What follows belongs to an exercise in optimizing a design on an open flow for small area and a short achievable clock period; a production flow would make more cautious choices. No functional check of the RTL was part of any run shown here. No activity file was given, so power comes from the tool's default toggle rates.

File: run.sh
#!/bin/bash
# synth_recipe.tcl (not shown) runs the flow's synth.tcl, then flattens the netlist and writes it again
# the make line also repeats each setting of config.mk as NAME=value (left out here)
make -C /OpenROAD-flow-scripts/flow DESIGN_CONFIG=/design/flow/config.mk WORK_HOME=/design/flow/orfs CLKGATE_MAP_FILE= SYNTH_SCRIPT=/design/flow/synth_recipe.tcl finish
File: config.mk
export PLATFORM = sky130hd
export DESIGN_NAME = project3_frame
export DESIGN_NICKNAME = project3_frame
export VERILOG_FILES = /design/flow/design.v
export SDC_FILE = /design/flow/constraint.sdc
export NUM_CORES = 4
export LEC_CHECK = 0
export ABC_AREA = 1
export CAP_MARGIN = 20
export CORE_MARGIN = 2
export CORE_UTILIZATION = 40
export CTS_BUF_LIST = sky130_fd_sc_hd__clkbuf_4 sky130_fd_sc_hd__clkbuf_8
export CTS_CLUSTER_SIZE = 20
export SETUP_SLACK_MARGIN = 4.5
export SLEW_MARGIN = 20
File: constraint.sdc
create_clock -name core_clock -period 8.0 [get_ports {CLOCK_50}]
set_input_delay 1.6000 -clock core_clock [delete_from_list [all_inputs] [get_ports {CLOCK_50}]]
set_output_delay 1.6000 -clock core_clock [all_outputs]
set_load 0.01 [all_outputs]
File: design.v
module project3_frame(
  input        CLOCK_50,
  input        RESET_N,
  input  [3:0] KEY,
  output [6:0] HEX0,
  output [6:0] HEX1,
  output [9:0] LEDR,
  output [13:0] imem_addr,
  input  [31:0] imem_data,
  output [13:0] dmem_addr,
  output [31:0] dmem_wdata,
  output dmem_we,
  output dmem_re,
  input  [31:0] dmem_rdata
);
  wire clk = CLOCK_50;
  wire reset = !RESET_N;
  reg [31:0] pc;
  reg        ab;           
  reg        fl_v;         
  reg [31:0] fl_inst;
  reg [31:0] fl_pcp;       
  reg        sb;           
  reg        d_isbr, d_isjmp, d_rd, d_wr, d_wreg;
  reg [3:0]  d_wregno;
  reg [31:0] d_r1, d_r2, d_pcp;
  reg [15:0] d_imm;
  reg        d_fwd1, d_fwd2;
  reg        d_useimm, d_sub, d_jal;
  reg [1:0]  d_ct;         
  reg [3:0]  d_tt;         
  reg        d_ssum, d_scmp, d_sshr, d_sshl, d_sy;
  reg        m_rd, m_wr, m_wreg;
  reg [3:0]  m_wregno;
  reg [31:0] m_alu, m_r2;
  reg        w_hexwe, w_ledwe;
  reg [9:0]  w_data;
  reg [7:0]  hex;
  reg [9:0]  ledr;
  reg [31:0] regs [0:15];
  reg [15:0] rvalid;
  localparam C_ZERO = 4'd0, C_ADD = 4'd1, C_CMP = 4'd2, C_AND = 4'd3,
             C_OR = 4'd4, C_XOR = 4'd5, C_NAND = 4'd6, C_NOR = 4'd7,
             C_NXOR = 4'd8, C_SHR = 4'd9, C_SHL = 4'd10, C_JAL = 4'd11;
  wire [31:0] inst_f = imem_data;
  wire f_isbj = (inst_f[31:29] == 3'b001);
  wire f_isbr = (inst_f[31:28] == 4'b0010);
  wire [31:0] pcplus = pc + 32'd4;
  assign imem_addr = pc[15:2];
  wire        br_cond;
  wire [31:0] jt, bt;
  always @(posedge clk or posedge reset) begin
    if (reset) begin
      pc <= 32'h100;
      ab <= 1'b0;
      fl_v <= 1'b0;
    end else begin
      if (!ab) begin
        pc <= pcplus;
        if (f_isbj) ab <= 1'b1;
      end else if (d_isbr || d_isjmp) begin
        if (d_isjmp) pc <= jt;
        else if (br_cond) pc <= bt;
        ab <= f_isbr;
      end
      fl_v <= !(ab && !f_isbr);
    end
  end
  always @(posedge clk) begin
    fl_inst <= inst_f;
    fl_pcp <= pcplus;
  end
  wire [31:0] inst = fl_inst;
  wire v = fl_v;
  wire [5:0] op1 = inst[31:26];
  wire [7:0] op2 = inst[25:18];
  wire [3:0] rd_f = inst[11:8];
  wire [3:0] rs = inst[7:4];
  wire [3:0] rt = inst[3:0];
  wire is_br_d  = v && (inst[31:28] == 4'b0010);
  wire is_jmp_d = v && (inst[31:28] == 4'b0011);
  wire is_lw_d  = v && (op1 == 6'b010010);
  wire is_sw_d  = v && (op1 == 6'b011010);
  wire alur_d   = !v || (op1 == 6'b000000);
  wire writes_rt = is_lw_d || (v && inst[31]) || is_jmp_d;
  wire wr_reg_d = writes_rt || alur_d;
  wire [3:0] wregno_d = writes_rt ? rt : (v ? rd_f : 4'd0);
  reg [3:0] cls_d;
  reg useimm_d, sub_d;
  always @* begin
    cls_d = C_ZERO;
    useimm_d = 1'b0;
    sub_d = 1'b0;
    if (!v) begin
      cls_d = C_ZERO;
    end else if (op1 == 6'b000000) begin
      case (op2)
        8'b00001000, 8'b00001001, 8'b00001010, 8'b00001011: begin cls_d = C_CMP; sub_d = 1'b1; end
        8'b00100000:  cls_d = C_ADD;
        8'b00101000:  begin cls_d = C_ADD; sub_d = 1'b1; end
        8'b00100100:  cls_d = C_AND;
        8'b00100101:   cls_d = C_OR;
        8'b00100110:  cls_d = C_XOR;
        8'b00101100: cls_d = C_NAND;
        8'b00101101:  cls_d = C_NOR;
        8'b00101110: cls_d = C_NXOR;
        8'b00110000: cls_d = C_SHR;
        8'b00110001: cls_d = C_SHL;
        default:   cls_d = C_ZERO;
      endcase
    end else begin
      case (op1)
        6'b010010, 6'b011010, 6'b100000: begin cls_d = C_ADD; useimm_d = 1'b1; end
        6'b100100: begin cls_d = C_AND; useimm_d = 1'b1; end
        6'b100101:  begin cls_d = C_OR;  useimm_d = 1'b1; end
        6'b100110: begin cls_d = C_XOR; useimm_d = 1'b1; end
        6'b001100:  cls_d = C_JAL;
        default:   cls_d = C_ZERO;
      endcase
      if (inst[31:28] == 4'b0010) sub_d = 1'b1;
    end
  end
  wire [15:0] sel1 = rvalid & (16'd1 << rs);
  wire [15:0] sel2 = rvalid & (16'd1 << rt);
  reg [31:0] rf1, rf2;
  integer j;
  always @* begin
    rf1 = 32'd0;
    rf2 = 32'd0;
    for (j = 0; j < 16; j = j + 1) begin
      rf1 = rf1 | ({32{sel1[j]}} & regs[j]);
      rf2 = rf2 | ({32{sel2[j]}} & regs[j]);
    end
  end
  wire [31:0] rv1 = (m_wreg && m_wregno == rs) ? m_alu : rf1;
  wire [31:0] rv2 = (m_wreg && m_wregno == rt) ? m_alu : rf2;
  always @(posedge clk or posedge reset) begin
    if (reset) begin
      sb <= 1'b0;
      d_isbr <= 1'b0;
      d_isjmp <= 1'b0;
      d_rd <= 1'b0;
      d_wr <= 1'b0;
      d_wreg <= 1'b0;
    end else begin
      d_isbr <= !sb && is_br_d;
      d_isjmp <= !sb && is_jmp_d;
      d_rd <= !sb && is_lw_d;
      d_wr <= !sb && is_sw_d;
      d_wreg <= !sb && wr_reg_d;
      if (!sb) sb <= is_br_d || is_jmp_d;
      else if (d_isbr || d_isjmp) sb <= 1'b0;
    end
  end
  wire [31:0] rv1_rev;
  genvar gr;
  generate
    for (gr = 0; gr < 32; gr = gr + 1) begin : g_rev1
      assign rv1_rev[gr] = rv1[31 - gr];
    end
  endgenerate
  always @(posedge clk) begin
    d_wregno <= wregno_d;
    d_r1 <= (cls_d == C_SHL) ? rv1_rev : rv1;    
    d_r2 <= rv2;
    d_pcp <= fl_pcp;
    d_imm <= inst[23:8];
    d_fwd1 <= d_wreg && (d_wregno == rs);
    d_fwd2 <= d_wreg && (d_wregno == rt);
    d_tt <= (cls_d == C_AND)  ? 4'b1000 :
            (cls_d == C_OR)   ? 4'b1110 :
            (cls_d == C_XOR)  ? 4'b0110 :
            (cls_d == C_NAND) ? 4'b0111 :
            (cls_d == C_NOR)  ? 4'b0001 :
            (cls_d == C_NXOR) ? 4'b1001 : 4'b0000;
    d_ssum <= (cls_d == C_ADD);
    d_scmp <= (cls_d == C_CMP);
    d_sshr <= (cls_d == C_SHR);
    d_sshl <= (cls_d == C_SHL);
    d_sy <= (cls_d == C_JAL);
    d_useimm <= useimm_d;
    d_sub <= sub_d;
    d_ct <= (inst[31:28] == 4'b0010) ? op1[1:0] : op2[1:0];
  end
  wire [31:0] r1 = d_fwd1 ? m_alu : d_r1;
  wire [31:0] r2 = d_fwd2 ? m_alu : d_r2;
  wire [31:0] simm = {{16{d_imm[15]}}, d_imm};
  wire [31:0] bl = d_useimm ? simm : r2;
  wire [31:0] bx = d_isjmp ? {simm[29:0], 2'b00} : bl;
  wire [31:0] sum = r1 + (d_sub ? ~bx : bx) + {31'd0, d_sub};
  wire [31:0] xr = r1 ^ bl;
  wire eq = (xr == 32'd0);
  wire lt = (r1[31] ^ r2[31]) ? r1[31] : sum[31];
  reg cmp;
  always @* begin
    case (d_ct)
      2'd0: cmp = eq;
      2'd1: cmp = lt;
      2'd2: cmp = lt | eq;
      default: cmp = !eq;
    endcase
  end
  wire big = |r2[31:5];
  wire [31:0] m_alu_rev, shres_rev;
  wire [31:0] sh_in = d_fwd1 ? (d_sshl ? m_alu_rev : m_alu) : d_r1;
  wire [31:0] shres = sh_in >> r2[4:0];
  genvar gs;
  generate
    for (gs = 0; gs < 32; gs = gs + 1) begin : g_rev2
      assign m_alu_rev[gs] = m_alu[31 - gs];
      assign shres_rev[gs] = shres[31 - gs];
    end
  endgenerate
  wire [31:0] shr = big ? 32'd0 : shres;
  wire [31:0] shl = big ? 32'd0 : shres_rev;
  wire [31:0] lut;
  genvar gi;
  generate
    for (gi = 0; gi < 32; gi = gi + 1) begin : g_lut
      assign lut[gi] = d_tt[{r1[gi], bl[gi]}];
    end
  endgenerate
  wire [31:0] aluout = ({32{d_ssum}} & sum) | lut |
                       ({32{d_sshr}} & shr) | ({32{d_sshl}} & shl) |
                       ({32{d_sy}} & d_pcp) | {31'd0, d_scmp & cmp};
  assign br_cond = cmp;
  assign jt = sum;
  assign bt = d_pcp + {simm[29:0], 2'b00};
  always @(posedge clk or posedge reset) begin
    if (reset) begin
      m_rd <= 1'b0;
      m_wr <= 1'b0;
      m_wreg <= 1'b0;
    end else begin
      m_rd <= d_rd;
      m_wr <= d_wr;
      m_wreg <= d_wreg;
    end
  end
  always @(posedge clk) begin
    m_wregno <= d_wregno;
    m_alu <= aluout;
    m_r2 <= r2;
  end
  assign dmem_addr = m_alu[15:2];
  assign dmem_wdata = m_r2;
  assign dmem_we = m_wr;
  assign dmem_re = m_rd;
  wire io_hi = (m_alu[31:8] == 24'hFFFFF0);
  wire [31:0] rdval = (io_hi && m_alu[7:0] == 8'h80) ? {28'd0, ~KEY} : dmem_rdata;
  wire [31:0] wbval = m_rd ? rdval : m_alu;
  integer k;
  always @(posedge clk) begin
    for (k = 0; k < 16; k = k + 1)
      if (m_wreg && m_wregno == k) regs[k] <= wbval;
  end
  always @(posedge clk or posedge reset) begin
    if (reset) begin
      rvalid <= 16'd0;
      w_hexwe <= 1'b0;
      w_ledwe <= 1'b0;
    end else begin
      if (m_wreg) rvalid[m_wregno] <= 1'b1;
      w_hexwe <= m_wr && io_hi && m_alu[7:0] == 8'h00;
      w_ledwe <= m_wr && io_hi && m_alu[7:0] == 8'h20;
    end
  end
  always @(posedge clk) begin
    w_data <= m_r2[9:0];
  end
  always @(posedge clk or posedge reset) begin
    if (reset) begin
      hex <= 8'hAD;
      ledr <= 10'd0;
    end else begin
      if (w_hexwe) hex <= w_data[7:0];
      if (w_ledwe) ledr <= w_data;
    end
  end
  assign HEX0 = {3'b000, hex[3:0]};
  assign HEX1 = {3'b000, hex[7:4]};
  assign LEDR = ledr;
endmodule
==> results of run 1 <==
-- cells by family (layout without fill, tap and decap cells) --
group / after synthesis / after routing / synth area share
compound gates: 1215 / 1215 / 0.1761
xor+xnor: 124 / 124 / 0.02498
fa+ha+maj: 70 / 70 / 0.02049
buf+inv: 809 / 1345 / 0.07478
flops: 868 / 868 / 0.5269
mux: 25 / 25 / 0.006274
other cells: 1 / 11 / 0.00008626
simple gates: 1760 / 1770 / 0.1704
-- sequential cells by signal, indices dropped and copies added (netlist names), 16 cells and up, named ones only --
register / flops
rvalid: 16
fl_inst: 32
fl_pcp: 32
m_alu: 32
d_pcp: 32
d_r2: 32
d_imm: 16
regs: 512
m_r2: 32
pc: 32
d_r1: 32
-- per-layer routing --
metal	share of wire	vias to the layer above
li1	-	18040
met1	0.35	20280
met2	0.42	3469
met3	0.14	1001
met4	0.087	24
met5	0.00068	-
-- worst max-delay path: cells and delay by family (launching register included) --
kind            cells  cell delay (ns)
compound gates      2             0.19
xor+xnor            1             0.42
buf+inv             4             0.79
flops               1             0.34
simple gates        9             1.79
-- power by group through the flow --
stage / clock (mW) / sequential [mW] / combinational, mW
floorplan: 0 / 6.34 / 4.21
global placement: 0 / 6.72 / 7.10
detailed placement: 0 / 6.71 / 7.08
CTS: 4.32 / 6.67 / 8.44
global route: 4.51 / 6.73 / 9.88
finish: 4.30 / 6.71 / 9.46
-- placed cells by master (no fill, tap or decap), types with 24 or more instances in the layout --
master / Yosys / final
nor2_1: 300 / 267
a221oi_1: 122 / 119
clkbuf_4: 0 / 42
nand3_1: 241 / 214
dfxtp_1: 277 / 239
o22ai_1: 124 / 123
o21ai_4: 1 / 30
o221ai_1: 31 / 31
xor2_1: 96 / 90
clkbuf_8: 0 / 169
nor3_1: 58 / 48
clkinvlp_4: 0 / 41
o21ai_2: 8 / 33
a21oi_1: 209 / 184
nor4_1: 34 / 27
inv_2: 10 / 25
nand2_2: 3 / 71
ha_1: 68 / 57
a22oi_1: 29 / 29
inv_1: 532 / 481
xnor2_1: 28 / 24
dfrtp_1: 73 / 63
nand4_1: 66 / 66
clkinv_1: 10 / 34
o21ai_1: 44 / 48
nand2_1: 1013 / 925
o21ai_0: 407 / 349
clkdlybuf4s50_1: 0 / 118
buf_4: 36 / 314
dfxtp_2: 0 / 25
nor2_4: 2 / 25
o211ai_1: 38 / 38
nand3_2: 2 / 28
o2111ai_1: 43 / 43
edfxtp_1: 512 / 512
-- what timing repair did --
item                                   4_1_cts  5_1_grt
buffers inserted                           134       73
setup endpoints to repair                  603      112
endpoints found under the hold margin        0        0
pin swaps                                   95      105
gates cloned                                22        1
resized for setup                          436      199
-- worst paths after layout --
path,startpoint,endpoint,depth (start not counted)
min in group asynchronous,RESET_N,rvalid[8],1
max in group asynchronous,RESET_N,pc[15],2
min reg2reg,fl_pcp[29],d_pcp[29],0
max,d_fwd1,pc[11],16
max reg2reg,d_fwd1,pc[11],16
min,fl_pcp[29],d_pcp[29],0
-- layout make-up --
class	count	area (sq um)	share of cell area
antenna	5	12.51	0.0002314
clock buffer	211	2641	0.04884
clock inverter	68	513.0	0.009486
inverter	552	2228	0.04120
multi-input combinational	3210	19240	0.3557
sequential	868	23000	0.4252
tap	1403	1755	0.03246
timing repair buffer	507	4628	0.08558
timing repair inverter	7	68.82	0.001272
==> summary.txt, run 1 <==
Pre-antenna DRT Iters 8; Mapped Cells 4872; CP max stage delay 0.46 ns; vias in the first global route 39700; top_reg_cell synth edfxtp_1; WL/cell 31.42 um; syn_area_per_cell 8.923 sq um; PD cells 378.4 mW/mm^2; M3 GR Usage 0.1280; largest net degree at the start of global routing 57; Hold WS 0.3081 ns; GR peak layer met2; post-synth top area share 0.3537; # rows 120; Switching Share 0.4413; Setup-failing EPs final 0; total power draw 20.47 mW; die area 0.1113 sq mm; CTS tree done; Yosys warnings 2; fin crit share 0.4637; vias per cell 6.267; antenna-violating nets left 0; Slew Limit Fails 0; pre-CTS setup slack 2.559 ns; Gate power share 0.462; status no timing/DRC/antenna violations; initial antenna violation count 25; Finished Layout Cells 6831; Fin. Hold Viols 0; CP Max Fanout 48; skew final 0.05900 ns; r2r setup slk 4.29 ns; synthesized area 0.04347 sq mm; async set or reset register ratio after synthesis 0.09101; Die H 333.7 um; Arrival @ worst endpoint 4.47 ns; GP Congestion 1.050; GR Util All Layers 0.3730; IO Port Bufs 149; Internal Power 11.43 mW; fin crit period 3.709 ns; cts hold-fix bufs 0; Fill cells 9990; residual DRC count 0; global-route wire length before repair 293.8 mm; DR iter-0 viols 7301; max-cap violation count 0; most common cell in the netlist nand2_1; Initial Util 0.4044; post-route cell area 0.05408 sq mm; CP max-delay cell nand2_1; area growth from synthesis to layout 24.40%; worst-margin pin slew 1.258 ns; Synth top cells by count 1013 x nand2_1, 532 x inv_1, 512 x edfxtp_1; Inst Count DP 6316; #FFs+latches synth 868; CTS clock-pin slew for the worst setup and hold paths 0.06 ns; Core Util, Final 0.5031; Final WS setup 4.291 ns; WP data required 8.76 ns; LEAKAGE 21.64 nW; Min-Delay Path Class reg2reg; register share of total power 0.328; RSZ-0062 raised after global routing yes; Clk network pwr share 0.210; die boundary width 333.7 um; GR Util met1 0.4493; Post-DP HPWL 139.8 mm; Seq/Total Area, Yosys 0.5269; Netlist cell types 71; CP Class reg2reg; Sink Count 868; Post-DP Area 0.04681 sq mm; core area 0.1075 sq mm; Root Driver clkbuf_8; number of synthesized flops with an enable pin 512; cell repeated most along the worst path nand2_1; Clock Latency Late Sink 0.93 ns; crit start category register; share of cells above drive strength 1 0.2010; H-Tree Depth 4; f_max 0.2696 GHz; peak supply drop 0.0001745 V; Nets 5437; Overflow after GRT 0; Slew Limit Headroom 0.1574; via total after detailed routing 42810; critical-path cell list buf_8 -> inv_16 -> nand2_1 -> nand2_1 -> xnor2_1 -> o211ai_1 -> nor2_1 -> nand2_1 -> nor2_1 -> nand3_1 -> nand2_2 -> nand3_4 -> buf_12 -> buf_6 -> o211ai_1 -> nand2_1; TNS Setup 0 ns; GRT met2 Usage 0.5556; post-synth top area cell edfxtp_1; TritonCTS Buffers 151; critical path capture point type register; Synth area leaders edfxtp_1 35%, dfxtp_1 13%, nand2_1 8.7%; NetSw 9.032 mW; CTS Buffer Depth 3; WL final 214.6 mm; I/O pins 156
==> inputs of run 2 (changes only) <==
--- a/config.mk
+++ b/config.mk
@@ -11,4 +11,2 @@
 export CORE_UTILIZATION = 40
-export CTS_BUF_LIST = sky130_fd_sc_hd__clkbuf_4 sky130_fd_sc_hd__clkbuf_8
-export CTS_CLUSTER_SIZE = 20
 export SETUP_SLACK_MARGIN = 4.5
==> summary.txt, run 2 <==
status no timing/DRC/antenna violations; worst path bufs/invs 2; syn_area_per_cell 8.923 sq um; Initial Util 0.4044; Min-Delay Path Class reg2reg; RSZ-0062 raised after global routing yes; share of cells above drive strength 1 0.1780; most common cell in the netlist nand2_1; die boundary width 333.7 um; IO Port Bufs 149; Fill cells 9992; CTS clock-pin slew for the worst setup and hold paths 0.07 ns; Post-DP HPWL 139.8 mm; CP Class reg2reg; vias in the first global route 39030; f_max 0.2609 GHz; GP Congestion 1.050; Seq/Total Area, Yosys 0.5269; Overflow after GRT 0; CP max stage delay 0.61 ns; H-Tree Depth 3; Clock Latency Late Sink 0.73 ns; Largest Register regs; max-cap violation count 0; Multi-input gate area 0.01919 sq mm; async set or reset register ratio after synthesis 0.09101; Synth top cells by count 1013 x nand2_1, 532 x inv_1, 512 x edfxtp_1; global-route wire length before repair 291.9 mm; critical path capture point type register; CTS Buffer Depth 3; WL/cell 31.69 um; fin crit period 3.832 ns; Fin. Hold Viols 0; peak supply drop 0.0002260 V; largest net degree at the start of global routing 57; Slew Limit Headroom 0.1559; skew final 0.05893 ns; Pre-antenna DRT Iters 9; vias per cell 6.287; cell repeated most along the worst path nand2_1; Slew Limit Fails 0; commonest cells after routing, fill and taps aside 920 x nand2_1, 512 x edfxtp_1, 489 x inv_1, 355 x o21ai_0, 300 x buf_4; residual DRC count 0; CP top delay family simple AND/OR/NAND/NOR gates; worst-margin pin slew 1.260 ns; Mapped Cells 4872; leading cell type in the layout, fill and taps excluded nand2_1; antenna-violating nets left 0; CTS tree done; crit start category register; post-route cell area 0.05390 sq mm; PD cells 381.2 mW/mm^2; post-synth top area share 0.3537; Root Driver clkbuf_16; register area 0.02297 sq mm; critical-path cell list inv_1 -> o21ai_4 -> or2_2 -> nand4_1 -> nor3_1 -> nand2_1 -> nor2_2 -> nand2_1 -> nand2_1 -> nand2_1 -> nand3_4 -> buf_12 -> nand2_8 -> nand2_2 -> nand2_2; fin crit share 0.4790; pre-CTS setup slack 2.559 ns; Sink Count 868; WL final 212.8 mm; max reg flops 512; Synth area leaders edfxtp_1 35%, dfxtp_1 13%, nand2_1 8.7%; synthesized area 0.04347 sq mm; GR Util All Layers 0.3700; CP max-delay cell dfxtp_1; TNS Setup 0 ns; area growth from synthesis to layout 23.99%; initial antenna violation count 15; Netlist cell types 71; CP Max Fanout 8; Yosys warnings 2; via total after detailed routing 42220; post-synth top area cell edfxtp_1; Nets 5360; DR iter-0 viols 7030; LEAKAGE 21.34 nW; WP data required 8.56 ns; number of synthesized flops with an enable pin 512; TritonCTS Buffers 96; Die H 333.7 um; Setup-failing EPs final 0; Final WS setup 4.168 ns; die area 0.1113 sq mm; Post-DP Area 0.04681 sq mm; I/O pins 156; Core Util, Final 0.5014; top_reg_cell synth edfxtp_1; core area 0.1075 sq mm; # rows 120; Arrival @ worst endpoint 4.39 ns; #FFs+latches synth 868
## run 2: path summary, 6_finish.rpt
| path | from | to | slack [ns] | cells past startpoint |
|---|---|---|---|---|
| min in group asynchronous | RESET_N | rvalid[7] | 0.78 | 1 |
| setup reg to reg | m_alu[23] | pc[11] | 4.17 | 15 |
| setup / recovery | m_alu[23] | pc[11] | 4.17 | 15 |
| max in group asynchronous | RESET_N | m_rd | 5.89 | 2 |
| hold reg to reg | fl_pcp[10] | d_pcp[10] | 0.32 | 0 |
| hold / removal | fl_pcp[10] | d_pcp[10] | 0.32 | 0 |
## run 2: cells by family after synthesis
family,synth area share
XOR/XNOR,0.02498
adder cells (fa/ha/maj),0.02049
multiplexers,0.006274
AO/OA/AOI/OAI,0.1761
flip-flops,0.5269
other,0.00008626
AND/OR/NAND/NOR,0.1704
buffers and inverters,0.07478
## run 2: per-layer routing
metal  global-route usage  routed length, um  share of wire
met5                    0                204        0.00096
met4               0.2584              18370          0.086
met3               0.1229              28750           0.14
met2               0.5549              90190           0.42
met1               0.4486              75290           0.35
## run 2: repair_timing
| item | CTS | global route |
|---|---|---|
| setup endpoints to repair | 572 | 160 |
| gates resized for setup | 362 | 189 |
| cloned | 26 | 0 |
| pin swaps | 65 | 92 |
| hold buffers | 0 | 0 |
| buffers inserted | 115 | 68 |
## run 2: layout make-up
cell class | instances | share of cell area
repair inverters | 7 | 0.001114
diodes | 9 | 0.0004178
multi-input cells | 3210 | 0.3560
clock inverters | 55 | 0.01017
flip-flops and latches | 868 | 0.4261
clock buffers | 126 | 0.04909
well taps | 1403 | 0.03257
repair buffers | 485 | 0.08340
inverters | 552 | 0.04111
## run 2: power breakdown
part	internal [mW]	switching [mW]	total [mW]
combinational	3.16	6.15	9.31
clock	2.55	1.96	4.50
sequential	5.90	0.827	6.73
total	11.6	8.94	20.5
## run 2: through the flow
step	total power, mW	instances	hold slack, ns
after floorplan	10.55	4877	0.3096
after global placement	13.82	6316	0.3099
after detailed placement	13.79	6316	0.3121
after CTS	19.53	6638	0.3211
after global routing	21.19	6706	0.3220
final	20.55	6715	0.3183
## run 2: worst register-to-register path, stage by stage, from the launching register on
cell and delay (ns):
dfxtp_1 0.61, inv_1 0.44, o21ai_4 0.35, or2_2 0.16, nand4_1 0.20, nor3_1 0.32
nand2_1 0.11, nor2_2 0.25, nand2_1 0.09, nand2_1 0.07, nand2_1 0.29, nand3_4 0.25
buf_12 0.23, nand2_8 0.14, nand2_2 0.13, nand2_2 0.05

static timing again, ports no longer ideal:
No port has a modelled driver above. Below, the same layouts with a new extraction and two added sets of constraints.
Step 1: set_driving_cell puts a clkbuf_16 on CLOCK_50 and a buf_2 on each other input, an assumption about the parent block.
Step 2 times the ports against the registers' clock, not the clock port: input delays grow and output delays shrink by t, the midpoint of the rising clock arrivals with the driver on.
Three values: ideal, step 1, step 2; two values: the first two.
run | t (ns) | setup WS [ns] | hold slack, ns | clock arrival spread, ns | worst register clock-pin slew, ns
run 1 | 0.965 | 4.291 / 4.291 / 4.291 | 0.308 / 0.308 / 0.308 | 0.068 / 0.068 | 0.08 / 0.08
run 2 | 0.770 | 4.168 / 4.168 / 4.168 | 0.318 / 0.318 / 0.318 | 0.062 / 0.063 | 0.07 / 0.07
After both steps every run listed still meets setup and hold.
